Source: an optimization exercise on an open RTL-to-GDS flow (aim: small area, a short achievable clock period and few clock cycles). Production flows keep margins and buffers that such runs may drop.
Only simulation tests tie the RTL to the original design; equivalence was not proved.

==> v16: inputs <==
==> flow/design.v <==
module simple_cpu (
    input clk,
    input rst_n,
    input instr_valid,
    input [15:0] instr,
    output instr_ready,
    input [7:0] mem_rdata,
    input mem_ready,
    output reg mem_req,
    output reg mem_we,
    output [7:0] mem_addr,
    output [7:0] mem_wdata,
    output reg done,
    output reg [3:0] flags   
);
  reg [7:0] regfile[0:7];
  reg x_alu;   
  reg x_fix;   
  reg [2:0] x_rd;
  reg [3:0] x_imm;
  reg c_add, c_sub, c_g, c_p, c_shl, c_shr;
  reg [7:0] opa;   
  reg [7:0] opb;   
  reg a_c4;   
  integer i;
  wire x_ld = mem_req & ~mem_we;
  wire mwait = mem_req & ~mem_ready;
  wire stall = x_fix | mwait;
  assign instr_ready = ~stall;
  wire accept = instr_valid & ~stall;
  assign mem_wdata = opa;
  assign mem_addr = {opb[7:4] + {3'b000, a_c4}, opb[3:0]};
  wire [7:0] bx = opb ^ {8{c_sub}};
  wire [7:0] p = opa ^ bx;
  wire [7:0] g = opa & bx;
  wire [7:0] g1, p1, g2, p2, g3, p3;
  genvar k;
  generate
    for (k = 0; k < 8; k = k + 1) begin : pfx
      if (k % 2 == 1) begin : l1a
        assign g1[k] = g[k] | (p[k] & g[k-1]);
        assign p1[k] = p[k] & p[k-1];
      end else begin : l1b
        assign g1[k] = g[k];
        assign p1[k] = p[k];
      end
      if (k % 4 >= 2) begin : l2a
        assign g2[k] = g1[k] | (p1[k] & g1[(k/4)*4+1]);
        assign p2[k] = p1[k] & p1[(k/4)*4+1];
      end else begin : l2b
        assign g2[k] = g1[k];
        assign p2[k] = p1[k];
      end
      if (k >= 4) begin : l3a
        assign g3[k] = g2[k] | (p2[k] & g2[3]);
        assign p3[k] = p2[k] & p2[3];
      end else begin : l3b
        assign g3[k] = g2[k];
        assign p3[k] = p2[k];
      end
    end
  endgenerate
  wire [7:0] cy = {g3[6:0] | (p3[6:0] & {7{c_sub}}), c_sub};
  wire [7:0] sum = p ^ cy;
  wire [2:0] rot = opb[2:0];
  wire [7:0] r1 = rot[0] ? {opa[6:0], opa[7]} : opa;
  wire [7:0] r2 = rot[1] ? {r1[5:0], r1[7:6]} : r1;
  wire [7:0] r3 = rot[2] ? {r2[3:0], r2[7:4]} : r2;
  reg [7:0] shmask;
  always @(*) begin
    for (i = 0; i < 8; i = i + 1)
      shmask[i] = (c_shl & (i >= rot)) | (c_shr & ((rot == 3'd0) | (i < rot)));
  end
  wire [7:0] alu_res = ({8{c_add}} & sum) | ({8{c_g}} & g) | ({8{c_p}} & p) |
                       (shmask & r3);
  wire [7:0] wr_val = alu_res | ({8{x_ld}} & mem_rdata);
  wire wr_en = x_alu | (x_ld & mem_ready);
  wire [3:0] i_op = instr[15:12];
  wire [2:0] i_rd = instr[11:9];
  wire [2:0] i_rs = instr[7:5];
  wire [3:0] i_imm = instr[3:0];
  wire i_alu = (i_op >= 4'h1) && (i_op <= 4'h8);
  wire i_mem = (i_op == 4'h9) || (i_op == 4'hA);
  wire i_immop = (i_op == 4'h6) || (i_op == 4'h7) || (i_op == 4'h8);
  wire [2:0] ra = i_rd;
  wire [2:0] rb = i_rs;
  wire [3:0] ri = i_imm;
  wire [7:0] ra_oh = 8'b1 << ra;
  wire [7:0] rb_oh = 8'b1 << rb;
  reg [7:0] rf_a, rf_b;
  always @(*) begin
    rf_a = 8'h00;
    rf_b = 8'h00;
    for (i = 0; i < 8; i = i + 1) begin
      rf_a = rf_a | ({8{ra_oh[i]}} & regfile[i]);
      rf_b = rf_b | ({8{rb_oh[i]}} & regfile[i]);
    end
  end
  wire [3:0] lp = rf_b[3:0] ^ ri;
  wire [3:0] lg = rf_b[3:0] & ri;
  wire lc1 = lg[0];
  wire lc2 = lg[1] | (lp[1] & lg[0]);
  wire lc3 = lg[2] | (lp[2] & lg[1]) | (lp[2] & lp[1] & lg[0]);
  wire lc4 = lg[3] | (lp[3] & lg[2]) | (lp[3] & lp[2] & lg[1]) | (lp[3] & lp[2] & lp[1] & lg[0]);
  wire [4:0] lo = {lc4, lp[3] ^ lc3, lp[2] ^ lc2, lp[1] ^ lc1, lp[0]};
  wire [4:0] lo_fix = {1'b0, opb[3:0]} + {1'b0, x_imm};
  wire fwd_a = wr_en && (x_rd == i_rd);
  wire hz_b = wr_en && (x_rd == i_rs);   
  wire fwd_b = hz_b && !i_immop;
  wire [2:0] i_rot = (i_op == 4'h8) ? 3'd0 - i_imm[2:0] : i_imm[2:0];
  wire [7:0] opb_rf = i_mem ? {rf_b[7:4], lo[3:0]} : (i_immop ? {4'h0, i_imm[3], i_rot} : rf_b);
  always @(posedge clk) begin
    c_add <= accept & ((i_op == 4'h1) || (i_op == 4'h2) || (i_op == 4'h6));
    c_sub <= accept & (i_op == 4'h2);
    c_g   <= accept & ((i_op == 4'h3) || (i_op == 4'h4));   
    c_p   <= accept & ((i_op == 4'h4) || (i_op == 4'h5));   
    c_shl <= accept & (i_op == 4'h7) & !i_imm[3];
    c_shr <= accept & (i_op == 4'h8) & !i_imm[3];
    opa <= ({8{stall}} & opa) | ({8{~stall & fwd_a}} & wr_val) | ({8{~stall & ~fwd_a}} & rf_a);
    opb <= ({8{mwait}} & opb) | ({8{x_fix}} & {opb[7:4], lo_fix[3:0]}) |
           ({8{~stall & fwd_b}} & wr_val) | ({8{~stall & ~fwd_b}} & opb_rf);
    a_c4 <= (mwait & a_c4) | (x_fix & lo_fix[4]) | (~stall & lo[4]);
    x_imm <= i_imm;   
    if (!stall) begin
      x_rd  <= i_rd;
      mem_we <= (i_op == 4'hA);
    end
  end
  always @(posedge clk or negedge rst_n) begin
    if (!rst_n) begin
      x_alu <= 1'b0;
      x_fix <= 1'b0;
      mem_req <= 1'b0;
      done <= 1'b0;
      flags <= 4'b0;
      for (i = 0; i < 8; i = i + 1) regfile[i] <= 8'h0;
    end else begin
      x_alu <= accept & i_alu;
      if (x_fix) begin
        x_fix <= 1'b0;
        mem_req <= 1'b1;
      end else if (!mwait) begin
        x_fix <= accept & i_mem & hz_b;
        mem_req <= accept & i_mem & ~hz_b;
      end
      if (accept && i_op == 4'hF) done <= 1'b1;
      if (wr_en) regfile[x_rd] <= wr_val;
      if (x_alu) begin
        flags[3] <= (alu_res == 8'h0);
        flags[2] <= alu_res[7];
      end
    end
  end
endmodule
==> flow/flow/run.sh <==
#!/bin/bash
# Standard layout, with plain buf_1 cells as the port buffers and resizing not
# held to each cell's footprint.
set -euo pipefail
bash standard.sh "BUFFER_PORTS_ARGS=-buffer_cell sky130_fd_sc_hd__buf_1" MATCH_CELL_FOOTPRINT=0 finish > make_finish.log 2>&1
==> flow/standard.sh <==
#!/bin/bash
# synth_recipe.tcl (not shown) runs the flow's synth.tcl, then flattens the netlist and writes it again
# the make line also repeats each setting of config.mk as NAME=value (left out here)
make -C /OpenROAD-flow-scripts/flow DESIGN_CONFIG=/design/flow/config.mk WORK_HOME=/design/flow/orfs CLKGATE_MAP_FILE= SYNTH_SCRIPT=/design/flow/synth_recipe.tcl "${@:-finish}"
==> flow/config.mk <==
export PLATFORM = sky130hd
export DESIGN_NAME = simple_cpu
export DESIGN_NICKNAME = simple_cpu
export VERILOG_FILES = /design/flow/design.v
export SDC_FILE = /design/flow/constraint.sdc
export NUM_CORES = 4
export LEC_CHECK = 0
export ABC_AREA = 1
export CAP_MARGIN = 20
export CORE_MARGIN = 2
export CORE_UTILIZATION = 40
export CTS_BUF_LIST = sky130_fd_sc_hd__clkbuf_8
export CTS_CLUSTER_SIZE = 30
export SETUP_SLACK_MARGIN = 2.35
export SLEW_MARGIN = 20
==> flow/constraint.sdc <==
create_clock -name core_clock -period 5.0 [get_ports {clk}]
set_input_delay 1.0000 -clock core_clock [delete_from_list [all_inputs] [get_ports {clk}]]
set_output_delay 1.0000 -clock core_clock [all_outputs]
set_load 0.01 [all_outputs]
==> inputs of v3, as changes to v16 <==
==> flow/design.v (replaced) <==
module simple_cpu (
    input clk,
    input rst_n,
    input instr_valid,
    input [15:0] instr,
    output instr_ready,
    input [7:0] mem_rdata,
    input mem_ready,
    output mem_req,
    output mem_we,
    output [7:0] mem_addr,
    output [7:0] mem_wdata,
    output reg done,
    output reg [3:0] flags   
);
  reg [7:0] regfile[0:7];
  reg x_alu;   
  reg x_ld;   
  reg x_st;   
  reg [2:0] x_rd;
  reg [3:0] x_op;
  reg [3:0] x_imm;
  reg [7:0] opa;   
  reg [7:0] opb;   
  integer i;
  wire m_pend = x_ld | x_st;
  assign instr_ready = ~m_pend | mem_ready;
  wire accept = instr_valid & instr_ready;
  assign mem_req = m_pend;
  assign mem_we = x_st;
  assign mem_addr = opb + {4'h0, x_imm};
  assign mem_wdata = opa;
  reg [7:0] alu_res;
  always @(*) begin
    case (x_op)
      4'h1: alu_res = opa + opb;
      4'h2: alu_res = opa - opb;
      4'h3: alu_res = opa & opb;
      4'h4: alu_res = opa | opb;
      4'h5: alu_res = opa ^ opb;
      4'h6: alu_res = opa + opb;
      4'h7: alu_res = opa << opb[3:0];
      4'h8: alu_res = opa >> opb[3:0];
      default: alu_res = 8'h00;
    endcase
  end
  wire wr_en = x_alu | (x_ld & mem_ready);
  wire [7:0] wr_val = x_ld ? mem_rdata : alu_res;
  wire [3:0] i_op = instr[15:12];
  wire [2:0] i_rd = instr[11:9];
  wire [2:0] i_rs = instr[7:5];
  wire [3:0] i_imm = instr[3:0];
  wire i_alu = (i_op >= 4'h1) && (i_op <= 4'h8);
  wire i_immop = (i_op == 4'h6) || (i_op == 4'h7) || (i_op == 4'h8);
  wire fwd_a = (x_alu | x_ld) && (x_rd == i_rd);
  wire fwd_b = (x_alu | x_ld) && (x_rd == i_rs);
  always @(posedge clk) begin
    if (instr_ready) begin
      x_rd  <= i_rd;
      x_op  <= i_op;
      x_imm <= i_imm;
      opa   <= fwd_a ? wr_val : regfile[i_rd];
      opb   <= i_immop ? {4'h0, i_imm} : (fwd_b ? wr_val : regfile[i_rs]);
    end
  end
  always @(posedge clk or negedge rst_n) begin
    if (!rst_n) begin
      x_alu <= 1'b0;
      x_ld <= 1'b0;
      x_st <= 1'b0;
      done <= 1'b0;
      flags <= 4'b0;
      for (i = 0; i < 8; i = i + 1) regfile[i] <= 8'h0;
    end else begin
      if (instr_ready) begin
        x_alu <= accept & i_alu;
        x_ld  <= accept & (i_op == 4'h9);
        x_st  <= accept & (i_op == 4'hA);
      end
      if (accept && i_op == 4'hF) done <= 1'b1;
      if (wr_en) regfile[x_rd] <= wr_val;
      if (x_alu) begin
        flags[3] <= (alu_res == 8'h0);
        flags[2] <= alu_res[7];
      end
    end
  end
endmodule
==> flow/run.sh (new file) <==
#!/bin/bash
# synth_recipe.tcl (not shown) runs the flow's synth.tcl, then flattens the netlist and writes it again
# the make line also repeats each setting of config.mk as NAME=value (left out here)
make -C /OpenROAD-flow-scripts/flow DESIGN_CONFIG=/design/flow/config.mk WORK_HOME=/design/flow/orfs CLKGATE_MAP_FILE= SYNTH_SCRIPT=/design/flow/synth_recipe.tcl finish
Settings changed: CTS_BUF_LIST sky130_fd_sc_hd__clkbuf_8 to default, CTS_CLUSTER_SIZE 30 to default, SETUP_SLACK_MARGIN 2.35 to 2.6.
removed: flow/flow/run.sh
removed: flow/standard.sh
==> inputs of v39, as changes to v16 <==
Settings changed: SETUP_SLACK_MARGIN 2.35 to 2.5.
==> inputs of v38, as changes to v16 <==
--- a/flow/design.v
+++ b/flow/design.v
@@ -122,5 +122,5 @@
     a_c4 <= (mwait & a_c4) | (x_fix & lo_fix[4]) | (~stall & lo[4]);
-    x_imm <= i_imm;   
     if (!stall) begin
       x_rd  <= i_rd;
+      x_imm <= i_imm;
       mem_we <= (i_op == 4'hA);
Settings changed: CTS_BUF_LIST sky130_fd_sc_hd__clkbuf_8 to sky130_fd_sc_hd__clkbuf_16, CTS_CLUSTER_SIZE 30 to 50, SETUP_SLACK_MARGIN 2.35 to 2.4.
==> impl_metrics.toml <==
[outcome]
status = "no timing/DRC/antenna violations"

[critical_path]
path_buf_inv = 2

[pwr]
netSwitchingFraction_pct = 42.93

[floorplan]
die_w_um = 132.3

[clock_tree]
worstSkewPairLatency_ns = 0.40

[synthesis]
synth_top_cell_area_share_pct = 26.62
netlist_instances = 906
[end of results for v39]
==> impl_metrics.toml <==
[floorplan]
die_w_um = 130.5

[critical_path]
path_buf_inv = 2

[global_routing]
track_usage_pct = 24.13

[outcome]
status = "no timing/DRC/antenna violations"

[synthesis]
synth_top_cell_area_share_pct = 27.35

[pwr]
netSwitchingFraction_pct = 39.31

[clock_tree]
worstSkewPairLatency_ns = 0.36
[end of results for v38]
==> impl_metrics.toml <==
[outcome]
status = "no timing/DRC/antenna violations"

[drt]
via_per_inst = 5.411

[pwr]
netSwitchingFraction_pct = 39.75

[synthesis]
netlist_instances = 891
synth_top_cell_area_share_pct = 26.88

[critical_path]
path_buf_inv = 3

[clock_tree]
worstSkewPairLatency_ns = 0.35

[floorplan]
die_w_um = 131.6
[end of results for v3]
==> impl_metrics.toml <==
[critical_path]
path_buf_inv = 2

[clock_tree]
worstSkewPairLatency_ns = 0.40

[outcome]
status = "no timing/DRC/antenna violations"

[synthesis]
netlist_instances = 906
synth_top_cell_area_share_pct = 26.62

[finish]
inverters = 133

[floorplan]
die_w_um = 132.3

[pwr]
netSwitchingFraction_pct = 42.99
[end of results for v16]
Testbench counts of v16, summed over its fixed seeds: cycles 4,970.
Testbench counts of v3, summed over its fixed seeds: cycles 4,872.
Testbench counts of v39, summed over its fixed seeds: cycles 4,970.
Testbench counts of v38, summed over its fixed seeds: cycles 4,970.

static timing again, ports no longer ideal:
Ports are ideal in the flow. The routed layouts listed here were re-timed in OpenROAD.
Step 1 assumes that a clkbuf_16 drives the clock port and a buf_2 every other input.
Step 2, shift: input delay + t, output delay - t, t = (earliest + latest rising clock arrival at the registers) / 2. This alone moves slack from input paths to output paths.
Three values: ideal ports, drivers, drivers and shift; two values: the first two.
run | t (ns) | setup WS [ns] | hold WS [ns]
v16 | 0.427 | 2.413 / 2.391 / 2.051 | 0.476 / 0.476 / 0.476
v3 | 0.386 | 2.096 / 2.056 / 2.128 | 0.477 / 0.477 / 0.477
v39 | 0.428 | 2.515 / 2.509 / 2.080 | 0.482 / 0.482 / 0.482
v38 | 0.401 | 2.463 / 2.432 / 2.053 | 0.495 / 0.495 / 0.495
After both steps every run listed still meets setup and hold. The setup slack of v39, which loses most, moves by -0.006 ns with the drivers and by -0.435 ns with both steps.
